Context: an optimization exercise on an open-source flow, tuned for a short achievable clock period and few clock cycles. The choices shown serve that exercise and are no tape-out recipe. RTL that was checked went through simulation tests only; none was proved equivalent to the original. No functional check of the RTL was part of run 1. Power figures rest on the tool's default switching activity, not on a simulated workload.

==> design/flow/design.v <==
`timescale 1ns / 1ps
module ARM(
    input CLK,
    input RESET,
    input [31:0] InstrF,
    input [31:0] ReadData,
    output reg MemWriteM,
    output [31:0] PCF,
    output reg [31:0] ALUResultM,
    output [31:0] WriteData
    );
    localparam NBTB = 8;
    localparam NBW  = 3;
    integer i, j;
    reg  [31:2] pcF;
    reg  [NBTB-1:0] hitF;       
    reg         validD;
    reg  [31:0] InstrD;
    reg  [31:2] pcD, pc4D, pc8D, tgtD;
    reg         seqD;           
    reg         fbD, fbPredD;
    reg  [3:0]  fbCondD;
    reg  [31:2] fbAltD;
    reg  [NBW-1:0] fbIdxD;
    reg         fbBackD, fbLpD;
    reg  [4:0]  fbSnapD;
    reg  [3:0]  raAD, raBD;
    reg         isDPD, isMemD, isBrD, isStoreD, isLoadD, useAD, useBrD, regWDD, pcAD;
    reg  [31:0] rfAD, rfBD;
    reg         byAD, byBD;     
    reg         validE;
    reg  [3:0]  condE;
    reg         branchE, predE;
    reg         regWE, memWE, memtoRegE;
    reg  [1:0]  flagWE;
    reg  [3:0]  wa3E;
    reg  [32:0] xE, yE, xmE, ymE;
    reg         m1E;
    reg         cinE;
    reg         selAndE, selEorE, selOrrE, selBicE, selMovE, selMvnE;
    reg         selSumE, vSubE, vAddE, vA31E, vB31E;
    reg  [31:0] stDataE;
    reg         fwdSE;
    reg  [31:2] tgtE, fallE, pcE;
    reg         fbE, fbPredE;
    reg  [3:0]  fbCondE;
    reg  [31:2] fbAltE;
    reg  [NBW-1:0] fbIdxE;
    reg         fbBackE, fbLpE;
    reg  [4:0]  fbSnapE;
    reg         regWriteM, memtoRegM;
    reg  [3:0]  wa3M;
    reg  [31:0] WriteDataM;
    reg  [1:0]  flagWM;
    reg         cM, vM, zM;
    reg         fbM, fbPredM;
    reg  [3:0]  fbCondM;
    reg  [31:2] fbAltM;
    reg  [NBW-1:0] fbIdxM;
    reg         fbBackM, fbLpM;
    reg  [4:0]  fbSnapM;
    reg         flagN, flagZ, flagC, flagV;
    reg  [31:0] rf [0:14];
    reg  [NBTB-1:0] btbV;
    reg  [31:2] btbTag [0:NBTB-1];
    reg  [31:2] btbTag1[0:NBTB-1];     
    reg  [31:2] btbTag2[0:NBTB-1];     
    reg  [31:2] btbTgt [0:NBTB-1];
    reg  [3:0]  btbCond[0:NBTB-1];
    reg  [1:0]  btbCtr [0:NBTB-1];
    reg  [NBTB-1:0] btbTm [0:NBTB-1];    
    reg  [NBW-1:0] btbPtr;
    reg  [NBTB-1:0] btbBack, lpValid;
    reg  [4:0]  lpCnt  [0:NBTB-1];
    reg  [4:0]  lpTrip [0:NBTB-1];
    assign PCF = {pcF, 2'b00};
    assign WriteData = WriteDataM;
    function condPass(input [3:0] c, input n, input z, input cf, input v);
        case (c)
            4'b0000: condPass = z;
            4'b0001: condPass = ~z;
            4'b0010: condPass = cf;
            4'b0011: condPass = ~cf;
            4'b0100: condPass = n;
            4'b0101: condPass = ~n;
            4'b0110: condPass = v;
            4'b0111: condPass = ~v;
            4'b1000: condPass = ~z & cf;
            4'b1001: condPass = z | ~cf;
            4'b1010: condPass = ~(n ^ v);
            4'b1011: condPass = n ^ v;
            4'b1100: condPass = ~z & ~(n ^ v);
            4'b1101: condPass = z | (n ^ v);
            4'b1110: condPass = 1'b1;
            default: condPass = 1'b0;
        endcase
    endfunction
    function [NBTB-1:0] btbMatch(input [31:2] a);
        integer k;
        for (k = 0; k < NBTB; k = k + 1)
            btbMatch[k] = btbV[k] & (btbTag[k] == a);
    endfunction
    reg [NBTB-1:0] match1F, match2F;
    always @(*) begin
        for (j = 0; j < NBTB; j = j + 1) begin
            match1F[j] = btbV[j] & (btbTag1[j] == pcF);
            match2F[j] = btbV[j] & (btbTag2[j] == pcF);
        end
    end
    wire [31:0] wdM = memtoRegM ? ReadData : ALUResultM;
    wire fN = flagWM[1] ? ALUResultM[31] : flagN;
    wire fZ = flagWM[1] ? zM : flagZ;
    wire fC = flagWM[0] ? cM : flagC;
    wire fV = flagWM[0] ? vM : flagV;
    always @(posedge CLK) begin
        if (RESET) begin
            flagN <= 1'b0; flagZ <= 1'b0; flagC <= 1'b0; flagV <= 1'b0;
        end else begin
            flagN <= fN; flagZ <= fZ; flagC <= fC; flagV <= fV;
        end
        if (regWriteM && wa3M != 4'd15)
            rf[wa3M] <= wdM;
    end
    wire fbPassM = condPass(fbCondM, fN, fZ, fC, fV);
    wire fbMissM = fbM & (fbPassM ^ fbPredM);
    wire condEx = condPass(condE, fN, fZ, fC, fV);
    wire killE  = fbMissM;
    wire [32:0] pg = xE ^ yE;
    wire [33:0] kp [0:6];
    wire [33:0] kg [0:6];
    assign kp[0] = {pg, 1'b0};
    assign kg[0] = {xE & yE, cinE};
    genvar gl, gb;
    generate
        for (gl = 0; gl < 6; gl = gl + 1) begin : ks
            for (gb = 0; gb < 34; gb = gb + 1) begin : bit_
                if (gb >= (1 << gl)) begin : op
                    assign kg[gl+1][gb] = kg[gl][gb] | (kp[gl][gb] & kg[gl][gb - (1 << gl)]);
                    assign kp[gl+1][gb] = kp[gl][gb] & kp[gl][gb - (1 << gl)];
                end else begin : pass
                    assign kg[gl+1][gb] = kg[gl][gb];
                    assign kp[gl+1][gb] = kp[gl][gb];
                end
            end
        end
    endgenerate
    wire [32:0] sumN = pg ^ kg[6][32:0];
    wire [31:0] tz = xE[31:0] | yE[31:0];
    wire zSumN = &(pg[31:0] ~^ {tz[30:0], cinE});
    wire [32:0] pgm = xmE ^ ymE;
    wire [32:0] mp [0:6];
    wire [32:0] mg [0:6];
    assign mp[0] = pgm;
    assign mg[0] = xmE & ymE;
    generate
        for (gl = 0; gl < 6; gl = gl + 1) begin : ksm
            for (gb = 0; gb < 33; gb = gb + 1) begin : bit_
                if (gb >= (1 << gl)) begin : op
                    assign mg[gl+1][gb] = mg[gl][gb] | (mp[gl][gb] & mg[gl][gb - (1 << gl)]);
                    assign mp[gl+1][gb] = mp[gl][gb] & mp[gl][gb - (1 << gl)];
                end else begin : pass
                    assign mg[gl+1][gb] = mg[gl][gb];
                    assign mp[gl+1][gb] = mp[gl][gb];
                end
            end
        end
    endgenerate
    wire [32:0] sumM = pgm ^ {mg[6][31:0], 1'b0};
    wire [31:0] tzm = xmE[31:0] | ymE[31:0];
    wire zSumM = &(pgm[31:0] ~^ {tzm[30:0], 1'b0});
    wire        m1   = m1E & fC;
    wire [32:0] sum  = m1 ? sumM : sumN;
    wire        zSum = m1 ? zSumM : zSumN;
    wire [31:0] resE = ({32{selSumE}} & sum[31:0])
                     | ({32{selAndE}} & (xE[31:0] & yE[31:0]))
                     | ({32{selEorE}} & pg[31:0])
                     | ({32{selOrrE}} & (xE[31:0] | yE[31:0]))
                     | ({32{selBicE}} & (xE[31:0] & ~yE[31:0]))
                     | ({32{selMovE}} & yE[31:0])
                     | ({32{selMvnE}} & ~yE[31:0]);
    wire [31:0] logRes = ({32{selAndE}} & (xE[31:0] & yE[31:0]))
                       | ({32{selEorE}} & pg[31:0])
                       | ({32{selOrrE}} & (xE[31:0] | yE[31:0]))
                       | ({32{selBicE}} & (xE[31:0] & ~yE[31:0]))
                       | ({32{selMovE}} & yE[31:0])
                       | ({32{selMvnE}} & ~yE[31:0]);
    wire zE = selSumE ? zSum : ~|logRes;
    wire vE = (vSubE & (vA31E ^ vB31E) & ~(vB31E ^ sum[31]))
            | (vAddE & ~(vA31E ^ vB31E) & (vB31E ^ sum[31]));
    wire [31:0] stE = fwdSE ? wdM : stDataE;
    wire redirE = validE & branchE & (condEx ^ predE) & ~killE;
    wire [31:2] redirPcE = predE ? fallE : tgtE;
    wire eWill = validE & regWE & condEx;
    always @(posedge CLK) begin
        if (RESET) begin
            regWriteM <= 1'b0;
            MemWriteM <= 1'b0;
            flagWM    <= 2'b00;
            fbM       <= 1'b0;
        end else begin
            regWriteM <= validE & ~killE & regWE & condEx;
            MemWriteM <= validE & ~killE & memWE & condEx;
            flagWM    <= {2{validE & ~killE & condEx}} & flagWE;
            fbM       <= validE & ~killE & fbE;
        end
        fbPredM    <= fbPredE;
        fbCondM    <= fbCondE;
        fbAltM     <= fbAltE;
        fbIdxM     <= fbIdxE;
        fbBackM    <= fbBackE;
        fbSnapM    <= fbSnapE;
        fbLpM      <= fbLpE;
        memtoRegM  <= memtoRegE;
        wa3M       <= wa3E;
        ALUResultM <= resE;
        WriteDataM <= stE;
        cM         <= sum[32];
        zM         <= zE;
        vM         <= vE;
    end
    wire [3:0] condD  = InstrD[31:28];
    wire       immD   = InstrD[25];
    wire [3:0] aluOpD = InstrD[24:21];
    wire       sD     = InstrD[20];
    wire       upD    = InstrD[23];
    wire [3:0] rdD    = InstrD[15:12];
    wire [4:0] shamtD = InstrD[11:7];
    wire [1:0] shD    = InstrD[6:5];
    wire byA  = byAD;
    wire byB  = byBD;
    wire byBL = byB & memtoRegM;
    wire [31:0] valA = pcAD ? {pc8D, 2'b00} : (byA ? wdM : rfAD);
    wire [31:0] valB = byB ? wdM : rfBD;
    wire [31:0] valBS = (byB & ~memtoRegM) ? ALUResultM : rfBD;
    reg [31:0] shOut;
    always @(*) begin
        case (shD)
            2'b00:   shOut = valBS << shamtD;
            2'b01:   shOut = valBS >> shamtD;
            2'b10:   shOut = $signed(valBS) >>> shamtD;
            default: shOut = (valBS >> shamtD) | (valBS << (6'd32 - {1'b0, shamtD}));
        endcase
    end
    wire [31:0] opB = isDPD ? (immD ? {24'd0, InstrD[7:0]} : (byBL ? ReadData : shOut))
                            : {20'd0, InstrD[11:0]};
    reg invA, invB, cin, m1D, selSum, vSub, vAdd;
    reg selAnd, selEor, selOrr, selBic, selMov, selMvn;
    reg [1:0] flagW;
    always @(*) begin
        invA = 0; invB = 0; cin = 0; m1D = 0; vSub = 0; vAdd = 0; selSum = 0;
        selAnd = 0; selEor = 0; selOrr = 0; selBic = 0; selMov = 0; selMvn = 0;
        flagW = 2'b00;
        if (isMemD) begin
            selSum = 1;
            if (!upD) begin invB = 1; cin = 1; vSub = 1; end
        end else if (isDPD) begin
            case (aluOpD)
                4'b0000: begin selAnd = 1; flagW = {sD, 1'b0}; end
                4'b0001: begin selEor = 1; flagW = {sD, 1'b0}; end
                4'b0010: begin selSum = 1; invB = 1; cin = 1; vSub = 1; flagW = {2{sD}}; end
                4'b0011: begin selSum = 1; invA = 1; cin = 1; flagW = {2{sD}}; end
                4'b0100: begin selSum = 1; vAdd = 1; flagW = {2{sD}}; end
                4'b0101: begin selSum = 1; cin = 1; vAdd = 1; flagW = {2{sD}}; end
                4'b0110: begin selSum = 1; invB = 1; m1D = 1; vAdd = 1; flagW = {2{sD}}; end
                4'b0111: begin selSum = 1; invA = 1; m1D = 1; vAdd = 1; flagW = {2{sD}}; end
                4'b1000: begin selAnd = 1; flagW = 2'b10; end
                4'b1001: begin selEor = 1; flagW = 2'b10; end
                4'b1010: begin selSum = 1; invB = 1; cin = 1; vSub = 1; flagW = 2'b11; end
                4'b1011: begin selSum = 1; vAdd = 1; flagW = 2'b11; end
                4'b1100: begin selOrr = 1; flagW = {sD, 1'b0}; end
                4'b1101: begin selMov = 1; flagW = 2'b10; end
                4'b1110: begin selBic = 1; flagW = {sD, 1'b0}; end
                default: begin selMvn = 1; flagW = {sD, 1'b0}; end
            endcase
        end
    end
    wire [31:0] a1 = invA ? ~valA : valA;
    wire [31:0] b1 = invB ? ~opB : opB;
    wire [32:0] xD  = {1'b0, a1};
    wire [32:0] yD  = {1'b0, b1};
    wire [32:0] xmD = {1'b1, ~(a1 ^ b1)};
    wire [32:0] ymD = {a1 | b1, 1'b0};
    wire depA = useAD  & (wa3E == raAD);
    wire depB = useBrD & (wa3E == raBD);
    wire stallD = validD & ((eWill & (depA | depB)) |
                            (useBrD & byBL & (shamtD != 5'd0)));
    wire predD  = isBrD & ((condD == 4'b1110) | InstrD[23]);
    wire redirD = validD & predD;
    wire learnD = validD & isBrD & validE & ~branchE & ~fbE & seqD;
    always @(posedge CLK) begin
        if (RESET || killE || redirE || stallD || !validD) begin
            validE  <= 1'b0;
            regWE   <= 1'b0;
            memWE   <= 1'b0;
            branchE <= 1'b0;
            flagWE  <= 2'b00;
            fbE     <= 1'b0;
        end else begin
            validE  <= 1'b1;
            regWE   <= regWDD;
            memWE   <= isStoreD;
            branchE <= isBrD;
            flagWE  <= flagW;
            fbE     <= fbD;
        end
        fbPredE   <= fbPredD;
        fbCondE   <= fbCondD;
        fbAltE    <= fbAltD;
        fbIdxE    <= fbIdxD;
        fbBackE   <= fbBackD;
        fbSnapE   <= fbSnapD;
        fbLpE     <= fbLpD;
        condE     <= condD;
        predE     <= predD;
        memtoRegE <= isLoadD;
        wa3E      <= rdD;
        xE        <= xD;
        yE        <= yD;
        xmE       <= xmD;
        ymE       <= ymD;
        m1E       <= m1D;
        cinE      <= cin;
        selSumE   <= selSum;
        selAndE   <= selAnd;
        selEorE   <= selEor;
        selOrrE   <= selOrr;
        selBicE   <= selBic;
        selMovE   <= selMov;
        selMvnE   <= selMvn;
        vSubE     <= vSub;
        vAddE     <= vAdd;
        vA31E     <= valA[31];
        vB31E     <= opB[31];
        stDataE   <= valB;
        fwdSE     <= eWill & isStoreD & (wa3E == raBD);
        tgtE      <= tgtD;
        fallE     <= pc4D;
        pcE       <= pcD;
    end
    reg [1:0] btbCtrF;
    reg [31:2] btbTgtF;
    reg [3:0] btbCondF;
    reg [NBW-1:0] btbIdxF;
    reg [NBTB-1:0] tmHitF;     
    reg btbBackF, lpExitF;
    reg [4:0] lpCntF;
    always @(*) begin
        btbBackF = 1'b0;
        lpExitF = 1'b0;
        lpCntF = 5'd0;
        btbCtrF = 2'd0;
        btbTgtF = 30'd0;
        btbCondF = 4'd0;
        btbIdxF = {NBW{1'b0}};
        tmHitF = {NBTB{1'b0}};
        for (i = 0; i < NBTB; i = i + 1)
            if (hitF[i]) begin
                btbCtrF  = btbCtrF | btbCtr[i];
                btbTgtF  = btbTgtF | btbTgt[i];
                btbCondF = btbCondF | btbCond[i];
                btbIdxF  = btbIdxF | i[NBW-1:0];
                tmHitF   = tmHitF | btbTm[i];
                btbBackF = btbBackF | btbBack[i];
                lpExitF  = lpExitF | (lpValid[i] & (lpCnt[i] == lpTrip[i]));
                lpCntF   = lpCntF | lpCnt[i];
            end
    end
    wire btbHitF  = |hitF;
    wire lpUseF   = btbBackF & lpExitF;
    wire btbPredF = btbCtrF[1] & ~lpUseF;
    wire [31:2] pcF1 = pcF + 30'd1;
    wire [31:2] pcF2 = pcF + 30'd2;
    reg [31:2] pcN;
    reg [NBTB-1:0] hitN;
    always @(*) begin
        if (fbMissM) begin
            pcN = fbAltM;    hitN = btbMatch(fbAltM);
        end else if (redirE) begin
            pcN = redirPcE;  hitN = predE ? btbMatch(fallE) : btbMatch(tgtE);
        end else if (stallD) begin
            pcN = pcF;       hitN = hitF;
        end else if (redirD) begin
            pcN = tgtD;      hitN = btbMatch(tgtD);
        end else if (btbHitF) begin
            pcN = btbPredF ? btbTgtF : pcF2;
            hitN = btbPredF ? (tmHitF & btbV) : match2F;
        end else begin
            pcN = pcF1;      hitN = match1F;
        end
    end
    wire [1:0] opF       = InstrF[27:26];
    wire       isDPF     = (opF == 2'b00);
    wire       isMemF    = (opF == 2'b01);
    wire       isStoreF  = isMemF & ~InstrF[20];
    wire       isMovMvnF = isDPF & (InstrF[24:21] == 4'b1101 || InstrF[24:21] == 4'b1111);
    wire [3:0] raAF = InstrF[19:16];
    wire [3:0] raBF = isStoreF ? InstrF[15:12] : InstrF[3:0];
    wire [31:0] rfAF = (regWriteM && wa3M == raAF) ? wdM : rf[raAF];
    wire [31:0] rfBF = (regWriteM && wa3M == raBF) ? wdM : rf[raBF];
    wire [31:2] tgtF = pcF2 + {{6{InstrF[23]}}, InstrF[23:0]};
    wire eWillK = validE & ~killE & regWE & condEx;
    always @(posedge CLK) begin
        if (RESET) begin
            byAD <= 1'b0;
            byBD <= 1'b0;
        end else begin
            byAD <= eWillK & (wa3E == (stallD ? raAD : raAF));
            byBD <= eWillK & (wa3E == (stallD ? raBD : raBF));
        end
    end
    always @(posedge CLK) begin
        if (RESET) begin
            pcF  <= 30'd0;
            hitF <= {NBTB{1'b0}};
        end else begin
            pcF  <= pcN;
            hitF <= hitN & ~({NBTB{learnD}} & (1 << btbPtr));
        end
        if (RESET || fbMissM || redirE || redirD)
            validD <= 1'b0;
        else if (!stallD)
            validD <= 1'b1;
        if (!stallD) begin
            InstrD   <= InstrF;
            pcD      <= pcF;
            pc4D     <= pcF1;
            pc8D     <= pcF2;
            tgtD     <= tgtF;
            seqD     <= (pcF == pc4D);
            fbD      <= btbHitF;
            fbPredD  <= btbPredF;
            fbCondD  <= btbCondF;
            fbAltD   <= btbPredF ? pcF2 : btbTgtF;
            fbIdxD   <= btbIdxF;
            fbBackD  <= btbBackF;
            fbSnapD  <= lpCntF;
            fbLpD    <= lpUseF;
            raAD     <= raAF;
            raBD     <= raBF;
            pcAD     <= (raAF == 4'd15);
            isDPD    <= isDPF;
            isMemD   <= isMemF;
            isBrD    <= (opF == 2'b10);
            isStoreD <= isStoreF;
            isLoadD  <= isMemF & InstrF[20];
            useAD    <= (isDPF & ~isMovMvnF) | isMemF;
            useBrD   <= isDPF & ~InstrF[25];
            regWDD   <= (isMemF & InstrF[20]) | (isDPF & ~(InstrF[24:23] == 2'b10));
            rfAD     <= rfAF;
            rfBD     <= rfBF;
        end else begin
            if (byA) rfAD <= wdM;
            if (byB) rfBD <= wdM;
        end
    end
    always @(posedge CLK) begin
        if (RESET) begin
            btbV   <= {NBTB{1'b0}};
            btbPtr <= {NBW{1'b0}};
        end else begin
            if (fbM) begin
                if (fbPassM && btbCtr[fbIdxM] != 2'b11)
                    btbCtr[fbIdxM] <= btbCtr[fbIdxM] + 2'd1;
                else if (!fbPassM && btbCtr[fbIdxM] != 2'b00)
                    btbCtr[fbIdxM] <= btbCtr[fbIdxM] - 2'd1;
            end
            if (btbHitF && btbBackF && !stallD && !redirD && !redirE && !fbMissM)
                lpCnt[btbIdxF] <= btbPredF ? (lpCntF + {4'd0, lpCntF != 5'd31}) : 5'd0;
            if (validD && fbD && fbBackD && (redirE || fbMissM))
                lpCnt[fbIdxD] <= fbSnapD;
            if (validE && fbE && fbBackE && fbMissM)
                lpCnt[fbIdxE] <= fbSnapE;
            if (fbM && fbBackM) begin
                if (!fbPassM) begin
                    lpTrip[fbIdxM]  <= fbSnapM;
                    lpValid[fbIdxM] <= (fbSnapM != 5'd31);
                end else if (fbLpM) begin
                    lpValid[fbIdxM] <= 1'b0;
                end
                if (fbMissM)
                    lpCnt[fbIdxM] <= fbPassM ? fbSnapM + 5'd1 : 5'd0;
            end
            if (learnD) begin
                btbBack[btbPtr] <= InstrD[23];
                lpValid[btbPtr] <= 1'b0;
                lpCnt[btbPtr]   <= 5'd0;
                btbV[btbPtr]    <= 1'b1;
                btbTag[btbPtr]  <= pcE;
                btbTag1[btbPtr] <= pcE - 30'd1;
                btbTag2[btbPtr] <= pcE - 30'd2;
                btbTgt[btbPtr]  <= tgtD;
                btbCond[btbPtr] <= condD;
                btbCtr[btbPtr]  <= predD ? 2'b11 : 2'b01;
                for (i = 0; i < NBTB; i = i + 1) begin
                    if (i == btbPtr) begin
                        btbTm[i][i] <= (tgtD == pcE);
                    end else begin
                        btbTm[btbPtr][i] <= (tgtD == btbTag[i]);
                        btbTm[i][btbPtr] <= (btbTgt[i] == pcE);
                    end
                end
                btbPtr <= btbPtr + 1'b1;
            end
        end
    end
endmodule
==> design/flow/flow/run.sh <==
#!/bin/bash
set -euo pipefail
bash standard.sh SETUP_SLACK_MARGIN=6.4 finish > flow_make.log 2>&1
==> design/flow/standard.sh <==
#!/bin/bash
# synth_recipe.tcl (not shown) runs the flow's synth.tcl, then flattens the netlist and writes it again
# the make line also repeats each setting of config.mk as NAME=value (left out here)
make -C /OpenROAD-flow-scripts/flow DESIGN_CONFIG=/design/flow/config.mk WORK_HOME=/design/flow/orfs CLKGATE_MAP_FILE= SYNTH_SCRIPT=/design/flow/synth_recipe.tcl "${@:-finish}"
==> design/flow/config.mk <==
export PLATFORM = sky130hd
export DESIGN_NAME = ARM
export DESIGN_NICKNAME = ARM
export VERILOG_FILES = /design/flow/design.v
export SDC_FILE = /design/flow/constraint.sdc
export NUM_CORES = 4
export LEC_CHECK = 0
export ABC_CLOCK_PERIOD_IN_PS = 2500
export CAP_MARGIN = 20
export CORE_MARGIN = 2
export CORE_UTILIZATION = 60
export SLEW_MARGIN = 20
==> design/flow/constraint.sdc <==
create_clock -name core_clock -period 9.0 [get_ports {CLK}]
set_input_delay 1.8000 -clock core_clock [delete_from_list [all_inputs] [get_ports {CLK}]]
set_output_delay 1.8000 -clock core_clock [all_outputs]
set_load 0.01 [all_outputs]
==> results.txt, run 1 <==
The tools report the portion of the post-synthesis area used by sequential elements as 0.539. The flop and latch count out of synthesis is 2417. The chip width is 458 um. Counting the buffers created by CTS gives 274. Initial cell density of the core: 0.604. The run gives 124000 um2 as the area of the mapped netlist. The logs give 1 for the total number of yosys warnings and 335000 um for the half-perimeter wire length of the detailed placement result. In the synthesized netlist, the number of instances is 10894. Type of pin the worst path ends at: a register data pin. The average footprint of a synthesized cell was 11.4 um2; the aggregate global-route resource usage was 0.744. Measured along the y axis, the die boundary spans 458 um. The total overflow left after global routing is 52.

The number of placed instances, taps included is 13358. Row generation in the floorplan step produced 166 rows. The H-tree was split into 5 levels.

The pin ending the worst setup path after global-route repair is tgtD[30]$_DFFE_PN_/D. Input and output buffers added on the ports amount to 160. After clock tree synthesis, the flow added hold-fix buffers numbering 0.

Routability-driven placement finished with a final weighted congestion of 1.05. The flow halted during global routing. Counting distinct cell types in the post-synthesis netlist gives 100. The proportion of register bits with asynchronous set or reset after synthesis was 0; the number of antenna violations at the first check in global routing was 142.

In this run, synthesis inferred 1833 flip-flops with an integrated enable. The longest clock path from root to sink contains 4 buffers. The tool reported: "[ERROR GRT-0232] Routing congestion too high. Check the congestion heatmap in the GUI". The tools report the clock root buffer as sky130_fd_sc_hd__clkbuf_16. Counting every sink on the clock net gives 2417. The run stopped with a tool error. For this run, the leading register cell type out of synthesis is sky130_fd_sc_hd__edfxtp_1. In this run the count of I/O pins placed on the die edge is 163. Entering global routing, the biggest net connects 91 pins.
## cell families after synthesis
logic type | after synthesis | synth area share
AOI/OAI and AO/OA | 1795 | 0.0947
xor gates and xnor gates | 1923 | 0.136
adders and majority gates | 243 | 0.0247
buffers and inverters | 1077 | 0.0336
DFF | 2417 | 0.539
muxes | 547 | 0.0607
other | 1 | 0.0000303
and+or+nand+nor | 2891 | 0.112
## worst min-delay path by stage
stage               depth (start not counted)  slack, ns                 end                from
floorplan                                   0       0.31  fbAltM[10]$_DFF_P_  fbAltE[10]$_DFF_P_
global placement                            0       0.31  fbAltM[19]$_DFF_P_  fbAltE[19]$_DFF_P_
detailed placement                          0       0.31  fbCondM[2]$_DFF_P_  fbCondE[2]$_DFF_P_
CTS                                         0       0.29  fbAltM[25]$_DFF_P_  fbAltE[25]$_DFF_P_
## per-layer routing
metal | GRT overflow | GRT usage
met1 | 1 | 0.762
met2 | 16 | 0.877
met5 | 1 | 0.431
met3 | 14 | 0.625
met4 | 20 | 0.679
## what timing repair did
action                                  4_1_cts
endpoints found under the setup margin     2608
cloned                                      190
setup buffers                               852
resized for setup                          2866
pin swaps                                   548
## cells in the mapped netlist (67+ instances only)
cell type / instances / area [um2]
sky130_fd_sc_hd__a31oi_1: 77 / 482
sky130_fd_sc_hd__dfxtp_1: 584 / 11700
sky130_fd_sc_hd__and3_1: 72 / 450
sky130_fd_sc_hd__a311oi_1: 106 / 928
sky130_fd_sc_hd__nand4_1: 351 / 2200
sky130_fd_sc_hd__ha_1: 240 / 3000
sky130_fd_sc_hd__xnor2_1: 1033 / 9050
sky130_fd_sc_hd__o21ai_0: 231 / 1160
sky130_fd_sc_hd__mux4_2: 149 / 3360
sky130_fd_sc_hd__a21oi_1: 539 / 2700
sky130_fd_sc_hd__buf_1: 135 / 507
sky130_fd_sc_hd__clkbuf_1: 543 / 2040
sky130_fd_sc_hd__nor4_1: 234 / 1460
sky130_fd_sc_hd__nor3_1: 114 / 571
sky130_fd_sc_hd__nand2_1: 967 / 3630
sky130_fd_sc_hd__xor2_1: 888 / 7780
sky130_fd_sc_hd__a22oi_1: 238 / 1790
sky130_fd_sc_hd__nand3_1: 276 / 1380
sky130_fd_sc_hd__mux2i_1: 304 / 3040
sky130_fd_sc_hd__edfxtp_1: 1833 / 55000
sky130_fd_sc_hd__o22ai_1: 136 / 851
sky130_fd_sc_hd__mux2_2: 67 / 754
sky130_fd_sc_hd__a21o_1: 75 / 563
sky130_fd_sc_hd__inv_1: 343 / 1290
sky130_fd_sc_hd__nor2_1: 628 / 2360
## power groups by stage
stage,Clock [uW],Combinational [uW],Sequential [uW]
after detailed placement,0,5570,13400
after global placement,0,5510,13400
after floorplan,0,3140,13200
after CTS,11000,7460,13100
## per-stage QoR
step / setup WS [ns] / instance area [um2] / hold slack (ns) / utilization
global placement: 2.87 / 129000 / 0.311 / 0.631
detailed placement: 2.87 / 129000 / 0.312 / 0.631
floorplan: 4.24 / 124000 / 0.310 / -
CTS: 5.28 / 160000 / 0.288 / 0.782
==> run 2: changes to the inputs <==
--- a/design/flow/design.v
+++ b/design/flow/design.v
@@ -18,6 +18,7 @@
     reg  [31:0] InstrD;
     reg  [31:2] pcD, pc4D, pc8D, tgtD;
     reg         seqD;           
+    reg         redirFD;        
     reg         fbD, fbPredD;
     reg  [3:0]  fbCondD;
     reg  [31:2] fbAltD;
@@ -285,7 +286,7 @@
     wire stallD = validD & ((eWill & (depA | depB)) |
                             (useBrD & byBL & (shamtD != 5'd0)));
     wire predD  = isBrD & ((condD == 4'b1110) | InstrD[23]);
-    wire redirD = validD & predD;
+    wire redirD = validD & predD & ~redirFD;
     wire learnD = validD & isBrD & validE & ~branchE & ~fbE & seqD;
     always @(posedge CLK) begin
         if (RESET || killE || redirE || stallD || !validD) begin
@@ -384,6 +385,8 @@
         end else if (btbHitF) begin
             pcN = btbPredF ? btbTgtF : pcF2;
             hitN = btbPredF ? (tmHitF & btbV) : match2F;
+        end else if (predF) begin
+            pcN = tgtF;      hitN = {NBTB{1'b0}};
         end else begin
             pcN = pcF1;      hitN = match1F;
         end
@@ -398,6 +401,7 @@
     wire [31:0] rfAF = (regWriteM && wa3M == raAF) ? wdM : rf[raAF];
     wire [31:0] rfBF = (regWriteM && wa3M == raBF) ? wdM : rf[raBF];
     wire [31:2] tgtF = pcF2 + {{6{InstrF[23]}}, InstrF[23:0]};
+    wire        predF = (opF == 2'b10) & ((InstrF[31:28] == 4'b1110) | InstrF[23]);
     wire eWillK = validE & ~killE & regWE & condEx;
     always @(posedge CLK) begin
         if (RESET) begin
@@ -426,6 +430,7 @@
             pc4D     <= pcF1;
             pc8D     <= pcF2;
             tgtD     <= tgtF;
+            redirFD  <= predF & ~btbHitF;
             seqD     <= (pcF == pc4D);
             fbD      <= btbHitF;
             fbPredD  <= btbPredF;
==> design/flow/flow/run.sh (replaced) <==
#!/bin/bash
set -euo pipefail
bash standard.sh SETUP_SLACK_MARGIN=5.8 finish > flow_make.log 2>&1
==> design/flow/config.mk (replaced) <==
export PLATFORM = sky130hd
export DESIGN_NAME = ARM
export DESIGN_NICKNAME = ARM
export VERILOG_FILES = /design/flow/design.v
export SDC_FILE = /design/flow/constraint.sdc
export NUM_CORES = 4
export LEC_CHECK = 0
export ABC_CLOCK_PERIOD_IN_PS = 3000
export CAP_MARGIN = 20
export CORE_MARGIN = 2
export CORE_UTILIZATION = 40
export SLEW_MARGIN = 20
==> run 2 against run 1 <==
Effect of this change:
- the run now finishes clean
- synthesized cell count decreased by 3.8%
- synthesized area increased by 0.23%
==> results.txt, run 2 <==
The run gives 95953 as the number of global-route vias before repair. Destination of the worst hold path: fbAltM[29]$_DFF_P_. The run gives 0.368 as the aggregate global-route resource usage.

The critical path is of the flop to flop type. The cell area that synthesis handed to floorplanning was 124000 um2. The wire length after detailed routing is 610000 um.

Dominant register cell in the synthesized netlist: sky130_fd_sc_hd__edfxtp_1. Setup repair after global routing could not meet its margin everywhere. After clock tree synthesis, the clock-pin slew on the worst setup and hold paths is 0.06 ns. The proportion of register bits with asynchronous set or reset after synthesis came out at 0. More flip-flops sit in one register than any other, and that register is rf. In this run the standard cell core region covers 309000 um2. The startpoint class of the critical path is a flop. The number of routed nets with antenna violations was 0; the ratio of routed vias to standard cells was 6.51.

The utilization after layout was 0.518. The half-perimeter wire length of the detailed placement result came out at 368000 um. The worst register-to-register path begins at pcF[5]$_SDFFE_PP0P_. Data on the critical path is required at its endpoint by 9.80 ns. For the largest net degree at the start of global routing, the log shows 124.

The share of cells above drive strength 1 is 0.281, and the portion of the clock cycle consumed by the worst path in the final layout is 0.434. At the pin with the least slew margin, the transition time is 1.30 ns. The run gives 805000 um as the wire length of the first global-routing pass.

After routing the design area is 160000 um2. Across the VDD grid, the largest voltage drop is 183 uV. In the synthesized netlist, the cells that appear most often are sky130_fd_sc_hd__edfxtp_1 (1834), sky130_fd_sc_hd__xnor2_1 (1063), sky130_fd_sc_hd__xor2_1 (857).

The count of buffers inserted at the top-level ports is 160. The initialized floorplan defines 204 standard-cell rows. Ranked by total cell area, the synthesized netlist is headed by sky130_fd_sc_hd__edfxtp_1 (44%), sky130_fd_sc_hd__dfxtp_1 (9.4%), sky130_fd_sc_hd__xnor2_1 (7.5%).

Worst setup slack after placement: 2.45 ns. TritonCTS built the clock tree. After detailed routing, the number of remaining DRC violations is 0. The worst path setup slack after routing came out at 5.10 ns. The clock tree synthesis step divided the H-tree into 5 levels.

The weighted congestion reported at the end of routability-driven placement is 1.03, and the die footprint is 315000 um2. The register with the most flip-flops in the layout has 480 of them. Dividing total power by cell area gives a power density of 214 nW/um2. In this run the cell area measured after placement is 133000 um2. The adder-cell share of the synthesized area was 0.0247; the number of flops mapped to enable cells by yosys was 1834.

The worst hold path passes through 0 cells. The number of design-rule violations left by the first detailed-router iteration is 19006, and the simple-gate share of the synthesized area is 0.0993. The most common cell in the netlist was sky130_fd_sc_hd__edfxtp_1. For the routed via count, the log shows 103336. In this run the horizontal extent of the chip is 561 um. The tree built by TritonCTS fans out to 2418 sinks. The smallest clock period supported by the final layout is computed as 3.90 ns. Portion of the post-synthesis area used by sequential elements: 0.538. The most numerous cell type found on the critical path is sky130_fd_sc_hd__buf_4. Buffers inserted during clock tree synthesis total 278. In this run the critical register-to-register path is captured at pcF[27]$_SDFFE_PP0P_. Largest delay contributor family on the critical path: simple AND/OR/NAND/NOR gates. In this run, placement finished with an instance count of 14452.

The top cell types in the final layout, fill and taps aside, are sky130_fd_sc_hd__edfxtp_1 (1834), sky130_fd_sc_hd__xnor2_1 (1023), sky130_fd_sc_hd__buf_4 (794), sky130_fd_sc_hd__xor2_1 (793), sky130_fd_sc_hd__nor2_1 (561). By area, the combinational part of the netlist is dominated by XOR/XNOR gates. The average instance in the mapped netlist occupies 11.8 um2. Critical path's slowest cell: sky130_fd_sc_hd__xor2_2.

Post-synthesis share of cell area spent on xor and xnor gates: 0.136. Data arrives at the worst endpoint at 4.70 ns. For the filler-free cell count of the finished design, the log shows 15870.

Tracing the worst setup path back leads to its startpoint at pcF[5]$_SDFFE_PP0P_. Dividing the detail-routed wire length by the instance count gives 38.4 um. For the total I/O pin count, the log shows 163.

sky130_fd_sc_hd__edfxtp_1 takes more of the synthesized area than any other cell. The run gives 0.402 as the initial cell density of the core. On the worst path, the slowest cell contributes a delay of 0.43 ns. Summing all multi-input logic gate instances after layout gives 61400 um2. The fraction of post-synthesis cell area in the top cell type by area works out to 0.443. The logs give 0.93 ns for the clock latency at the later pin of the worst-skew pair and 0 for the number of endpoints failing setup at the final stage.

The tool flagged a number of max-cap violations equal to 0. The logs give 0 for the number of max-slew violations in the final report and 10483 for the gate count of the mapped netlist. The signed area change from the synthesized netlist to the final layout came out at 28.8%. In this run the static leakage power is 0.0578 uW.

On the final layout, the worst clock skew is 0.0837 ns. The first-pass detailed-route iteration total came out at 10. The clock root buffer is sky130_fd_sc_hd__clkbuf_16.

The run gives 71 as the number of antenna violations at the first check in global routing. Measured in cells, the most critical reg-to-reg path has a length of 16. The total number of yosys warnings was 1. From bottom edge to top edge, the die measures 561 um. The flow ran to the end and the layout has no timing, DRC or antenna violations. STA classifies the critical path endpoint as a flop.

Together, buffers and inverters on the worst path number 4. Summed over all layers, the global routing overflow is 0. Flop and latch count out of synthesis: 2418. The number of filler cells placed in the layout was 26200.

The multiplexer fraction of the synthesized cell area was 0.0794. The run gives 256 MHz as the highest clock rate. The post-synthesis compound-gate area fraction works out to 0.0905. The net total in the final layout was 11799; the number of distinct library cells after synthesis was 110.

The number of hold-slack violations in the final timing report was 0; the deepest clock path buffer count was 4. Worst reg-to-reg setup slack: 5.10 ns. Registers take 67100 um2. The largest fanout of any net on the critical path works out to 5. In this run the worst hold path is classified as flop to flop.

The most frequent standard cell in the layout excluding fill and tap cells was sky130_fd_sc_hd__edfxtp_1. For the tightest slew margin relative to the limit, the log shows 0.131. Walking the worst path, the cells encountered are buf_12, and3_4, and3_4, buf_4, and2_4, buf_4, xor2_4, ha_4, buf_4, and2_1, and3_1, a221oi_4, o21ai_2, xor2_2, o21ai_1, a311oi_1. For the final routed database, the setup TNS stands at 0 ns. The start point of the worst min-delay path was fbAltE[29]$_DFF_P_.
[run 2: cell count changes after synthesis, moves of 56 or more]
cell                       previous run  this run
sky130_fd_sc_hd__nand2_1            967       616
sky130_fd_sc_hd__nand3_1            276       203
sky130_fd_sc_hd__mux4_2             149       261
sky130_fd_sc_hd__clkbuf_1           543       469
sky130_fd_sc_hd__a211oi_1            56       112
sky130_fd_sc_hd__a21oi_1            539       480
[run 2: cell type report]
cell class | count | area share
Sequential cell | 2418 | 0.419
Clock inverter | 119 | 0.00883
Clock buffer | 389 | 0.0480
Antenna cell | 32 | 0.000501
Timing Repair Buffer | 1386 | 0.0976
Timing Repair inverter | 11 | 0.000978
Tap cell | 4120 | 0.0322
Multi-Input combinational cell | 7052 | 0.384
Inverter | 343 | 0.00908
[run 2: worst reg2reg max path, cell delays in order, from the launching register on]
cell and delay (ns):
sky130_fd_sc_hd__dfxtp_2 0.34, sky130_fd_sc_hd__buf_12 0.12, sky130_fd_sc_hd__and3_4 0.26, sky130_fd_sc_hd__and3_4 0.25
sky130_fd_sc_hd__buf_4 0.12, sky130_fd_sc_hd__and2_4 0.19, sky130_fd_sc_hd__buf_4 0.15, sky130_fd_sc_hd__xor2_4 0.25
sky130_fd_sc_hd__ha_4 0.25, sky130_fd_sc_hd__buf_4 0.15, sky130_fd_sc_hd__and2_1 0.20, sky130_fd_sc_hd__and3_1 0.25
sky130_fd_sc_hd__a221oi_4 0.34, sky130_fd_sc_hd__o21ai_2 0.11, sky130_fd_sc_hd__xor2_2 0.43, sky130_fd_sc_hd__o21ai_1 0.16
sky130_fd_sc_hd__a311oi_1 0.22
[run 2: how the worst max path moves through the flow]
stage / to / slack, ns / depth (start not counted)
finish: pcF[27]$_SDFFE_PP0P_ / 5.10 / 16
global route: pcF[27]$_SDFFE_PP0P_ / 5.08 / 18
global placement: rfBD[21]$_DFF_P_ / 2.46 / 9
CTS: pcF[30]$_SDFFE_PP0P_ / 5.29 / 13
detailed placement: rfBD[3]$_DFF_P_ / 2.45 / 9
floorplan: btbTm[6][3]$_DFFE_PP_ / 4.39 / 9
[run 2: power by group]
part	internal, uW	total, uW	switching (uW)
sequential	12900	13300	473
clock	6630	11600	4930
combinational	3320	9420	6090
total	22800	34300	11500
[run 2: what timing repair did]
action,4_1_cts,5_1_grt
hold endpoints to repair,0,0
setup buffers,564,208
resized for setup,1969,589
hold buffers,0,0
pin swaps,304,304
cloned,73,33
endpoints found under the setup margin,2078,1464
[run 2: metal layers]
metal | track usage | vias to the layer above | part of all wire
met2 | 0.514 | 8989 | 0.40
met3 | 0.133 | 2158 | 0.15
met4 | 0.211 | 28 | 0.076
li1 | - | 40737 | -
met5 | 0.00422 | - | 0.00064
met1 | 0.488 | 51424 | 0.37
[run 2: logic make-up (layout without fill, tap and decap cells)]
family | Yosys count | after routing
compound gates | 1723 | 1723
xor+xnor | 1922 | 1923
fa+ha+maj | 243 | 243
buf+inv | 1032 | 2248
flops | 2418 | 2418
mux | 623 | 630
other cells | 1 | 34
simple gates | 2521 | 2531
[run 2: through the flow]
step / total power, uW / hold slack, ns
after floorplan: 17100 / 0.310
after global placement: 20600 / 0.311
after detailed placement: 20700 / 0.312
after CTS: 33400 / 0.282
after global routing: 34800 / 0.289
final: 34300 / 0.272
Testbench counts of run 2, summed over its fixed seeds: cycles 79,060.
==> run 3: changes to the inputs <==
--- a/design/flow/config.mk
+++ b/design/flow/config.mk
@@ -8,5 +8,5 @@
 export ABC_CLOCK_PERIOD_IN_PS = 3000
 export CAP_MARGIN = 20
 export CORE_MARGIN = 2
-export CORE_UTILIZATION = 40
+export CORE_UTILIZATION = 55
 export SLEW_MARGIN = 20
==> run 3 against run 2 <==
Effect of this change:
- largest cell class unchanged
- still clean
- die area is 27% lower
- flip-flop and latch count did not move
- final cell count shrank 7.5%
- clock power about the same
- synthesized area unchanged
- largest power group unchanged
- critical path depth unchanged
- first-iteration DRC count increased by 8.6%
- routed wire length fell by 2.7%
- clock skew grew 0.016 ns
- combinational power shrank 2.7%
- count of clock-buffer cells in the layout shrank 34
==> results.txt, run 3 <==
The run finished with no timing, DRC or antenna violations. The proportion of register bits with asynchronous set or reset after synthesis came out at 0. The total power per unit cell area was 216 nW/um2. More flip-flops sit in one register than any other, and that register is rf. In the final routed layout, each cell accounts on average for 40.4 um. Once placement finished, the instance area stood at 131000 um2. Counting flops and latches in the post-synthesis netlist gives 2418. For this run, design rule violations remaining after detail routing come to 0.

The region available for standard cell placement spans 225000 um2. The row count is 174. By area the synthesized netlist is led by sky130_fd_sc_hd__edfxtp_1 (44%), sky130_fd_sc_hd__dfxtp_1 (9.4%), sky130_fd_sc_hd__xnor2_1 (7.5%). The run gives 239 uV as the worst-case vdd ir drop.

For the worst setup path, the data arrival time is 4.64 ns. The count of buffers inserted at the top-level ports is 160. Initial cell density of the core: 0.553.

The portion of the clock cycle consumed by the worst path in the final layout is 0.420, and the die footprint is 230000 um2. The largest delay contributor family on the critical path was simple AND/OR/NAND/NOR gates. Critical path's slowest cell: sky130_fd_sc_hd__dfxtp_4.

The number of distinct library cells after synthesis was 110. By count the netlist is led by sky130_fd_sc_hd__edfxtp_1 (1834), sky130_fd_sc_hd__xnor2_1 (1063), sky130_fd_sc_hd__xor2_1 (857). 163 I/O pins were placed. Dividing the detail-routed via count by the number of cells gives 7.19. The dominant register cell in the synthesized netlist is sky130_fd_sc_hd__edfxtp_1.

The height of the die was 479 um; the number of placed instances, taps included was 13303. Walking the worst path, the cells encountered are buf_12, buf_4, nand3_1, nor3_4, buf_6, nand3_1, xnor2_1, buf_4, ha_2, and3_1, and3_1, a221oi_2, o21ai_1, xor2_1, o21ai_1, a311oi_1. The run gives 0 as the quantity of hold-fixing buffers added after cts.

The register with the most flip-flops in the layout has 480 of them. The run gives 0.492 as the aggregate global-route resource usage. The worst setup path is launched from a flop.

After detailed routing, the total wire length is 593000 um. The largest fanout of any net on the critical path was 6; the highest clock rate was 265 MHz. Measured along the x axis, the die boundary spans 479 um. The final non-filler cell area was 157000 um2; the number of max-slew violations in the final report was 0. Setup violations remaining at the end of the flow were counted as 0. On the worst path, the slowest cell contributes a delay of 0.37 ns.

The share of cells above drive strength 1 is 0.275. For the final routed database, the setup TNS stands at 0 ns. The logs give 20633 for the number of design-rule violations left by the first detailed-router iteration and 0 for the reported max-cap violation count.

Routed via count: 105639. The number of global-route vias before repair came out at 96702. The most area-hungry cell type in the Yosys netlist was sky130_fd_sc_hd__edfxtp_1. At the later pin of the worst-skew pair, clock insertion delay measures 0.99 ns. sky130_fd_sc_hd__edfxtp_1 is the most common cell in the netlist.

For the pin with the worst max-slew slack, the measured transition is 1.25 ns. TritonCTS built the clock tree. Total number of yosys warnings: 1. The capturing element type of the critical path is a flop. In this run the cell area of the synthesized design comes to 124000 um2. The fraction of post-synthesis cell area in the top cell type by area was 0.443; the number of filler cells placed in the layout was 15482. After technology mapping, the gate count stands at 10483. The most frequent standard cell in the layout excluding fill and tap cells was sky130_fd_sc_hd__edfxtp_1.

The logs give 0.538 for the portion of the post-synthesis area used by sequential elements and 5 for the number of H-tree levels. For this run, the number of standard cells in the final layout without fillers is 14683. The worst hold path belongs to the class flop to flop. The cell sitting at the root of the clock tree is a sky130_fd_sc_hd__clkbuf_16.

After clock tree synthesis, the clock-pin slew on the worst setup and hold paths is 0.07 ns. The first global-routing pass estimated 782000 um of wire. The congestion estimate from routability-driven global placement came to 1.04. For this run the aggregate overflow at the end of global routing stands at 0.

From synthesis to final layout, the design area changed by 26.6%. The worst clock skew came out at 0.0994 ns. The number of antenna violations at the first check in global routing is 64, and the number of buffers and inverters on the critical path is 4.

The run gives 0.0575 uW as the static leakage. Leaving out fill and tap cells, the most frequent cells in the layout are sky130_fd_sc_hd__edfxtp_1 (1834), sky130_fd_sc_hd__xnor2_1 (1016), sky130_fd_sc_hd__xor2_1 (816), sky130_fd_sc_hd__buf_4 (792), sky130_fd_sc_hd__nand2_1 (576). Counting every sink on the clock net gives 2418. In this run the deepest clock path goes through 4 buffers. The average footprint of a synthesized cell works out to 11.8 um2. The required time reported for the critical path endpoint was 9.87 ns; the number of flops mapped to enable cells by yosys was 1834. The TritonCTS buffer count is 278. The run gives 0 as the number of hold-slack violations in the final timing report. The count of nets left with antenna violations once routing finished came out at 0. The pre-antenna-repair detailed-routing pass consisted of 15 iterations. Setup repair after global routing could not meet its margin everywhere.

After the last flow step, the layout net total stands at 11769. The logs give 124 for the largest net degree at the start of global routing and 348000 um for the half-perimeter wire length of the detailed placement result. Subtracting the final worst setup slack from the clock period gives 3.78 ns.

The tools report the tightest slew margin relative to the limit as 0.167. The worst setup path is of the flop to flop kind.
run 3: path summary, 6_finish.rpt:
check                       startpoint                    to  slack, ns  cells past startpoint
setup / recovery  pcF[13]$_SDFFE_PP0P_  pcF[27]$_SDFFE_PP0P_       5.22                     16
hold / removal      fbAltE[20]$_DFF_P_    fbAltM[20]$_DFF_P_       0.29                      0
setup reg to reg  pcF[13]$_SDFFE_PP0P_  pcF[27]$_SDFFE_PP0P_       5.22                     16
hold reg to reg     fbAltE[20]$_DFF_P_    fbAltM[20]$_DFF_P_       0.29                      0
run 3: final cells by class:
cell class              count  area, um2  area share
well taps                2992       3740      0.0238
repair inverters            7       86.3    0.000549
clock inverters           116       1330     0.00844
clock buffers             355       7620      0.0484
inverters                 343       1450     0.00922
diodes                     40        100    0.000637
multi-input cells        7052      60400       0.385
flip-flops and latches   2418      67100       0.427
repair buffers           1360      15300      0.0975
run 3: logic make-up after synthesis:
kind of cell             synth area share
AO/OA/AOI/OAI                      0.0905
XOR/XNOR                            0.136
adder cells (fa/ha/maj)            0.0247
buffers and inverters              0.0327
AND/OR/NAND/NOR                    0.0993
other                           0.0000302
multiplexers                       0.0794
flip-flops                          0.538
run 3: stage by stage:
| step | worst slack, ns | power [uW] | utilization | hold WS [ns] |
|---|---|---|---|---|
| floorplan | 4.39 | 17100 | - | 0.310 |
| global placement | 2.41 | 20300 | 0.583 | 0.310 |
| detailed placement | 2.39 | 20400 | 0.583 | 0.312 |
| CTS | 5.34 | 32700 | 0.675 | 0.295 |
| global route | 5.11 | 34300 | 0.699 | 0.301 |
| finish | 5.22 | 34000 | 0.700 | 0.292 |
run 3: worst register-to-register path: cells and delay by family (launching register included):
kind,cells,cell delay [ns]
compound gates,4,0.83
simple gates,5,1.02
flops,1,0.37
xor+xnor,2,0.49
fa+ha+maj,1,0.34
buf+inv,4,0.62
run 3: layer usage:
metal,vias to the layer above,track usage,share of wire
li1,40633,-,-
met1,51813,0.636,0.35
met2,10249,0.667,0.39
met3,2885,0.229,0.17
met4,59,0.303,0.085
met5,-,0.00953,0.0022
run 3: where the power goes:
| part | internal [uW] | switching, uW |
|---|---|---|
| registers | 12900 | 468 |
| clock network | 6740 | 4740 |
| logic | 3240 | 5930 |
run 3: timing repair:
| action | CTS | global route |
|---|---|---|
| resized for setup | 1694 | 668 |
| setup endpoints to repair | 1973 | 1302 |
| buffers inserted | 503 | 258 |
| pin swaps | 233 | 309 |
| gates cloned | 86 | 22 |
==> run 4: changes to the inputs <==
--- a/design/flow/design.v
+++ b/design/flow/design.v
@@ -18,7 +18,6 @@
     reg  [31:0] InstrD;
     reg  [31:2] pcD, pc4D, pc8D, tgtD;
     reg         seqD;           
-    reg         redirFD;        
     reg         fbD, fbPredD;
     reg  [3:0]  fbCondD;
     reg  [31:2] fbAltD;
@@ -36,7 +35,7 @@
     reg  [1:0]  flagWE;
     reg  [3:0]  wa3E;
     reg  [32:0] xE, yE, xmE, ymE;
-    reg         m1E;
+    reg         m1E, invAE, invBE;
     reg         cinE;
     reg         selAndE, selEorE, selOrrE, selBicE, selMovE, selMvnE;
     reg         selSumE, vSubE, vAddE, vA31E, vB31E;
@@ -126,11 +125,13 @@
     wire fbMissM = fbM & (fbPassM ^ fbPredM);
     wire condEx = condPass(condE, fN, fZ, fC, fV);
     wire killE  = fbMissM;
-    wire [32:0] pg = xE ^ yE;
+    wire [32:0] xa = {1'b0, xE[31:0] ^ {32{invAE}}};
+    wire [32:0] yb = {1'b0, yE[31:0] ^ {32{invBE}}};
+    wire [32:0] pg = xa ^ yb;
     wire [33:0] kp [0:6];
     wire [33:0] kg [0:6];
     assign kp[0] = {pg, 1'b0};
-    assign kg[0] = {xE & yE, cinE};
+    assign kg[0] = {xa & yb, cinE};
     genvar gl, gb;
     generate
         for (gl = 0; gl < 6; gl = gl + 1) begin : ks
@@ -146,7 +147,7 @@
         end
     endgenerate
     wire [32:0] sumN = pg ^ kg[6][32:0];
-    wire [31:0] tz = xE[31:0] | yE[31:0];
+    wire [31:0] tz = xa[31:0] | yb[31:0];
     wire zSumN = &(pg[31:0] ~^ {tz[30:0], cinE});
     wire [32:0] pgm = xmE ^ ymE;
     wire [32:0] mp [0:6];
@@ -180,7 +181,7 @@
                      | ({32{selMovE}} & yE[31:0])
                      | ({32{selMvnE}} & ~yE[31:0]);
     wire [31:0] logRes = ({32{selAndE}} & (xE[31:0] & yE[31:0]))
-                       | ({32{selEorE}} & pg[31:0])
+                       | ({32{selEorE}} & (xE[31:0] ^ yE[31:0]))
                        | ({32{selOrrE}} & (xE[31:0] | yE[31:0]))
                        | ({32{selBicE}} & (xE[31:0] & ~yE[31:0]))
                        | ({32{selMovE}} & yE[31:0])
@@ -275,18 +276,16 @@
             endcase
         end
     end
-    wire [31:0] a1 = invA ? ~valA : valA;
-    wire [31:0] b1 = invB ? ~opB : opB;
-    wire [32:0] xD  = {1'b0, a1};
-    wire [32:0] yD  = {1'b0, b1};
-    wire [32:0] xmD = {1'b1, ~(a1 ^ b1)};
-    wire [32:0] ymD = {a1 | b1, 1'b0};
+    wire [32:0] xD  = {1'b0, valA};
+    wire [32:0] yD  = {1'b0, opB};
+    wire [32:0] xmD = {1'b1, valA ^ opB};
+    wire [32:0] ymD = {invB ? (valA | ~opB) : (~valA | opB), 1'b0};
     wire depA = useAD  & (wa3E == raAD);
     wire depB = useBrD & (wa3E == raBD);
     wire stallD = validD & ((eWill & (depA | depB)) |
                             (useBrD & byBL & (shamtD != 5'd0)));
     wire predD  = isBrD & ((condD == 4'b1110) | InstrD[23]);
-    wire redirD = validD & predD & ~redirFD;
+    wire redirD = validD & predD;
     wire learnD = validD & isBrD & validE & ~branchE & ~fbE & seqD;
     always @(posedge CLK) begin
         if (RESET || killE || redirE || stallD || !validD) begin
@@ -320,6 +319,8 @@
         xmE       <= xmD;
         ymE       <= ymD;
         m1E       <= m1D;
+        invAE     <= invA;
+        invBE     <= invB;
         cinE      <= cin;
         selSumE   <= selSum;
         selAndE   <= selAnd;
@@ -385,8 +386,6 @@
         end else if (btbHitF) begin
             pcN = btbPredF ? btbTgtF : pcF2;
             hitN = btbPredF ? (tmHitF & btbV) : match2F;
-        end else if (predF) begin
-            pcN = tgtF;      hitN = {NBTB{1'b0}};
         end else begin
             pcN = pcF1;      hitN = match1F;
         end
@@ -401,7 +400,6 @@
     wire [31:0] rfAF = (regWriteM && wa3M == raAF) ? wdM : rf[raAF];
     wire [31:0] rfBF = (regWriteM && wa3M == raBF) ? wdM : rf[raBF];
     wire [31:2] tgtF = pcF2 + {{6{InstrF[23]}}, InstrF[23:0]};
-    wire        predF = (opF == 2'b10) & ((InstrF[31:28] == 4'b1110) | InstrF[23]);
     wire eWillK = validE & ~killE & regWE & condEx;
     always @(posedge CLK) begin
         if (RESET) begin
@@ -430,7 +428,6 @@
             pc4D     <= pcF1;
             pc8D     <= pcF2;
             tgtD     <= tgtF;
-            redirFD  <= predF & ~btbHitF;
             seqD     <= (pcF == pc4D);
             fbD      <= btbHitF;
             fbPredD  <= btbPredF;
==> run 4 against run 3 <==
Effect of this change:
- core utilization is 0.18 points higher
- clock skew fell by 0.0037 ns
- combinational power shrank 19%
- sequential share of layout area down 0.62 points
- die area up 1.2%
- register-to-register slack got worse by 0.07 ns
- sequential power about the same
- synthesized area is 1.2% higher
- largest cell class unchanged
- highest routed layer unchanged
- critical endpoint is now tgtD[29]$_DFFE_PN_
- global-route usage is 0.50 points lower
- non-clock buffer count is 45 lower
==> results.txt, run 4 <==
The flow ran to the end and the layout has no timing, DRC or antenna violations. The die covers 232000 um2. The endpoint arrival time on the critical path came out at 4.53 ns. The worst setup path is of the flop to flop kind. The worst hold path begins at pcD[15]$_DFFE_PN_. The count of buffers inserted at the top-level ports is 160. In this run the critical register-to-register path is launched from pcF[3]$_SDFFE_PP0P_. The library cell used most frequently in the layout, excluding fill and tap cells, is sky130_fd_sc_hd__edfxtp_1.

The tools report the number of design-rule violations left by the first detailed-router iteration as 20673. The tree is rooted in a sky130_fd_sc_hd__clkbuf_16. The clock tree synthesis step divided the H-tree into 5 levels. Post-synthesis share of cell area spent on xor and xnor gates: 0.132.

The TritonCTS buffer count is 277, and the post-synthesis compound-gate area fraction is 0.0968. The clock-pin transition on the worst setup and hold timing paths works out to 0.07 ns. Number of endpoints failing setup at the final stage: 0.

Post-route setup TNS: 0 ns. The number of hold-slack violations in the final timing report is 0. The routed design has 593000 um of wire. The die is 482 um tall. The number of flops mapped to enable cells by yosys was 1833. The first detailed-routing pass ran for 11 iterations.

The first element of the critical path was pcF[3]$_SDFFE_PP0P_. The total power per unit cell area came out at 200 nW/um2. The tightest slew margin relative to the limit is 0.116, and the number of antenna violations at the first check in global routing is 65.

The most flop-heavy register was rf. Dividing the synthesized area by the synthesized cell count gives 11.5 um2. The tools report the final global-route overflow total as 0. Among cell families on the critical path, the largest total delay comes from simple AND/OR/NAND/NOR gates. The most area-hungry cell type in the Yosys netlist was sky130_fd_sc_hd__edfxtp_1. The critical path goes through buf_12, ha_4, and3_4, nand3_4, buf_12, nor3_4, xnor2_1, inv_2, ha_4, nand4_1, nor4_2, a31oi_2, o21ai_4, o41ai_4, o21ai_2, o21ai_2, nor2b_2, xnor2_1. For this run, the post-layout net count is 12208.

The classification of the worst-slack hold path was flop to flop. The multi-input combinational cells in the finished layout cover a total of 62600 um2. The simple-gate share of the synthesized area was 0.104; the post-place instance area was 132000 um2. Setup repair after global routing could not meet its margin everywhere. The run gives 15740 as the number of filler cells placed in the layout. The multiplexer fraction of the synthesized cell area was 0.0681; the final non-filler cell area was 159000 um2.

After detailed routing, the number of vias per cell comes to 7.10. Number of max-slew violations in the final report: 0. The standard cell core area is 227000 um2. Among all stages on the critical path, the largest delay is contributed by sky130_fd_sc_hd__dfxtp_4. Sorting the synthesized cells by how often they occur yields sky130_fd_sc_hd__edfxtp_1 (1833), sky130_fd_sc_hd__xnor2_1 (988), sky130_fd_sc_hd__nand2_1 (917). Derived from the worst setup path, the maximum achievable clock frequency is 260 MHz. After technology mapping, the gate count stands at 10933. Among all cell types in the netlist, the one instantiated most often is sky130_fd_sc_hd__edfxtp_1. At the later pin of the worst-skew pair, clock insertion delay measures 1.00 ns.

In the final layout, flip-flops and latches occupy 67100 um2. From left edge to right edge, the die measures 482 um. At the end of routability-driven placement, the weighted congestion stood at 1.04.

The number of buffers and inverters on the critical path works out to 3. Largest family of logic cells by synthesized area: XOR/XNOR gates. The worst-case vdd ir drop is 224 uV, and the wire length per cell after detailed routing is 39.4 um. The run gives 98 as the number of distinct library cells after synthesis.

163 I/O pins were placed. The run gives 175 as the row count. The portion of the post-synthesis area used by sequential elements came out at 0.531.

Fraction of post-synthesis cell area in the top cell type by area: 0.438. The share of cells above drive strength 1 was 0.262; the half-perimeter wire length of the detailed placement result was 341000 um. The remaining design rule violation count came out at 0. The routed via count is 106850, and the signed area change from the synthesized netlist to the final layout is 26.8%.

The required time reported for the critical path endpoint is 9.68 ns, and the worst hold-check slack is 0.306 ns. The first global-routing pass estimated 782000 um of wire. The final period demand of the worst path works out to 3.85 ns. STA classifies the critical path startpoint as a flop. The flop and latch count out of synthesis is 2417. Among all flip-flop cells after synthesis, the most frequent one is sky130_fd_sc_hd__edfxtp_1.

Entering global routing, the biggest net connects 124 pins. After synthesis, the cell types taking the most area are sky130_fd_sc_hd__edfxtp_1 (44%), sky130_fd_sc_hd__dfxtp_1 (9.3%), sky130_fd_sc_hd__xnor2_1 (6.9%). The portion of the clock cycle consumed by the worst path in the final layout is 0.427. The count of nets left with antenna violations once routing finished came out at 0.

The tools report the static leakage as 0.0589 uW. TritonCTS built the clock tree. In this design, the stage delay of the slowest critical-path cell is 0.36 ns. The clock drives 2417 sinks. The initial cell density of the core was 0.553; the largest fanout of any net on the critical path was 7. The register with the most flip-flops in the layout has 480 of them. In the layout the commonest cells are sky130_fd_sc_hd__edfxtp_1 (1833), sky130_fd_sc_hd__xnor2_1 (944), sky130_fd_sc_hd__nand2_1 (882), sky130_fd_sc_hd__xor2_1 (852), sky130_fd_sc_hd__buf_4 (724). Clock skew on the completed layout was measured at 0.0957 ns.

The adder-cell share of the synthesized area was 0.0338. The total number of yosys warnings is 1. Proportion of register bits with asynchronous set or reset after synthesis: 0.

Capturing element type of the critical path: a flop. The tools report the area of the mapped netlist as 126000 um2. The actual slew at the worst max-slew pin is 1.31 ns, and the reported max-cap violation count is 0. The logs give 0.487 for the aggregate global-route resource usage and 4 for the deepest clock path buffer count. The sum of internal, switching and leakage power is 31800 uW. Number of global-route vias before repair: 98001.
-- run 4: area by class of cell --
type	instances	share of cell area
flip-flops and latches	2417	0.421
clock buffers	356	0.0478
multi-input cells	7377	0.393
inverters	410	0.0106
diodes	35	0.000549
clock inverters	121	0.00760
repair inverters	6	0.000604
well taps	3009	0.0236
repair buffers	1315	0.0956
-- run 4: repair_timing --
item                        CTS  global route
pin swaps                   346           368
hold endpoints to repair      0             0
buffers inserted            519           185
setup endpoints to repair  2148          1478
cloned                       95            22
hold buffers                  0             0
resized for setup          1943           769
-- run 4: cells by family (layout without fill, tap and decap cells) --
group / count (synthesis) / after routing
and+or+nand+nor: 2728 / 2734
DFF: 2417 / 2417
xor gates and xnor gates: 1887 / 1887
AOI/OAI and AO/OA: 1841 / 1841
buffers and inverters: 1150 / 2208
muxes: 571 / 575
adders and majority gates: 338 / 338
other: 1 / 37
-- run 4: path summary, 6_finish.rpt --
| kind | end | slack (ns) | cells past startpoint |
|---|---|---|---|
| min reg2reg | pcE[15]$_DFF_P_ | 0.31 | 0 |
| min | pcE[15]$_DFF_P_ | 0.31 | 0 |
| max reg2reg | tgtD[29]$_DFFE_PN_ | 5.15 | 18 |
| max | tgtD[29]$_DFFE_PN_ | 5.15 | 18 |
-- run 4: stage by stage --
step | utilization | setup WS (ns) | std cells
floorplan | - | 4.15 | 10934
global placement | 0.579 | 2.76 | 13711
detailed placement | 0.579 | 2.74 | 13713
CTS | 0.676 | 5.30 | 14804
global route | 0.701 | 5.11 | 15020
finish | 0.701 | 5.15 | 15046
-- run 4: where the power goes --
part           total [uW]  internal, uW  switching (uW)
clock               11300          6580            4700
combinational        7450          2660            4790
sequential          13100         12700             443
total               31800         21900            9930
-- run 4: metal layers --
metal	GRT usage	part of all wire	up-vias
met3	0.217	0.17	2810
li1	-	-	41866
met4	0.323	0.087	36
met2	0.662	0.40	10196
met1	0.625	0.35	51942
met5	0.00694	0.0014	-
Testbench counts of run 4, summed over its fixed seeds: cycles 79,596.

## what the ideal ports hide
How much do the figures lean on ideal ports? The routed layouts below were timed once more, with nothing changed but the port constraints. Step 1: set_driving_cell puts a clkbuf_16 on CLK and a buf_2 on each other input, an assumption about the parent block. Step 2 moves the port delays by t, midway between the first and last clock arrival at a register: inputs arrive t later, outputs are due t later. That takes back most of the time a late clock gives input paths. a / b / c = ideal / step 1 / step 2; a / b = the first two.
run	t (ns)	slack for setup (ns)	worst hold slack (ns)
run 2	0.996	5.097 / 5.097 / 4.261	0.272 / 0.272 / 0.272
run 3	1.051	5.222 / 5.158 / 4.276	0.292 / 0.292 / 0.292
run 4	1.052	5.153 / 5.153 / 4.148	0.306 / 0.306 / 0.306
After both steps every run listed still meets setup and hold. For run 4, which loses most, drivers alone change the setup slack by 0.000 ns; drivers and shift together by -1.005 ns.
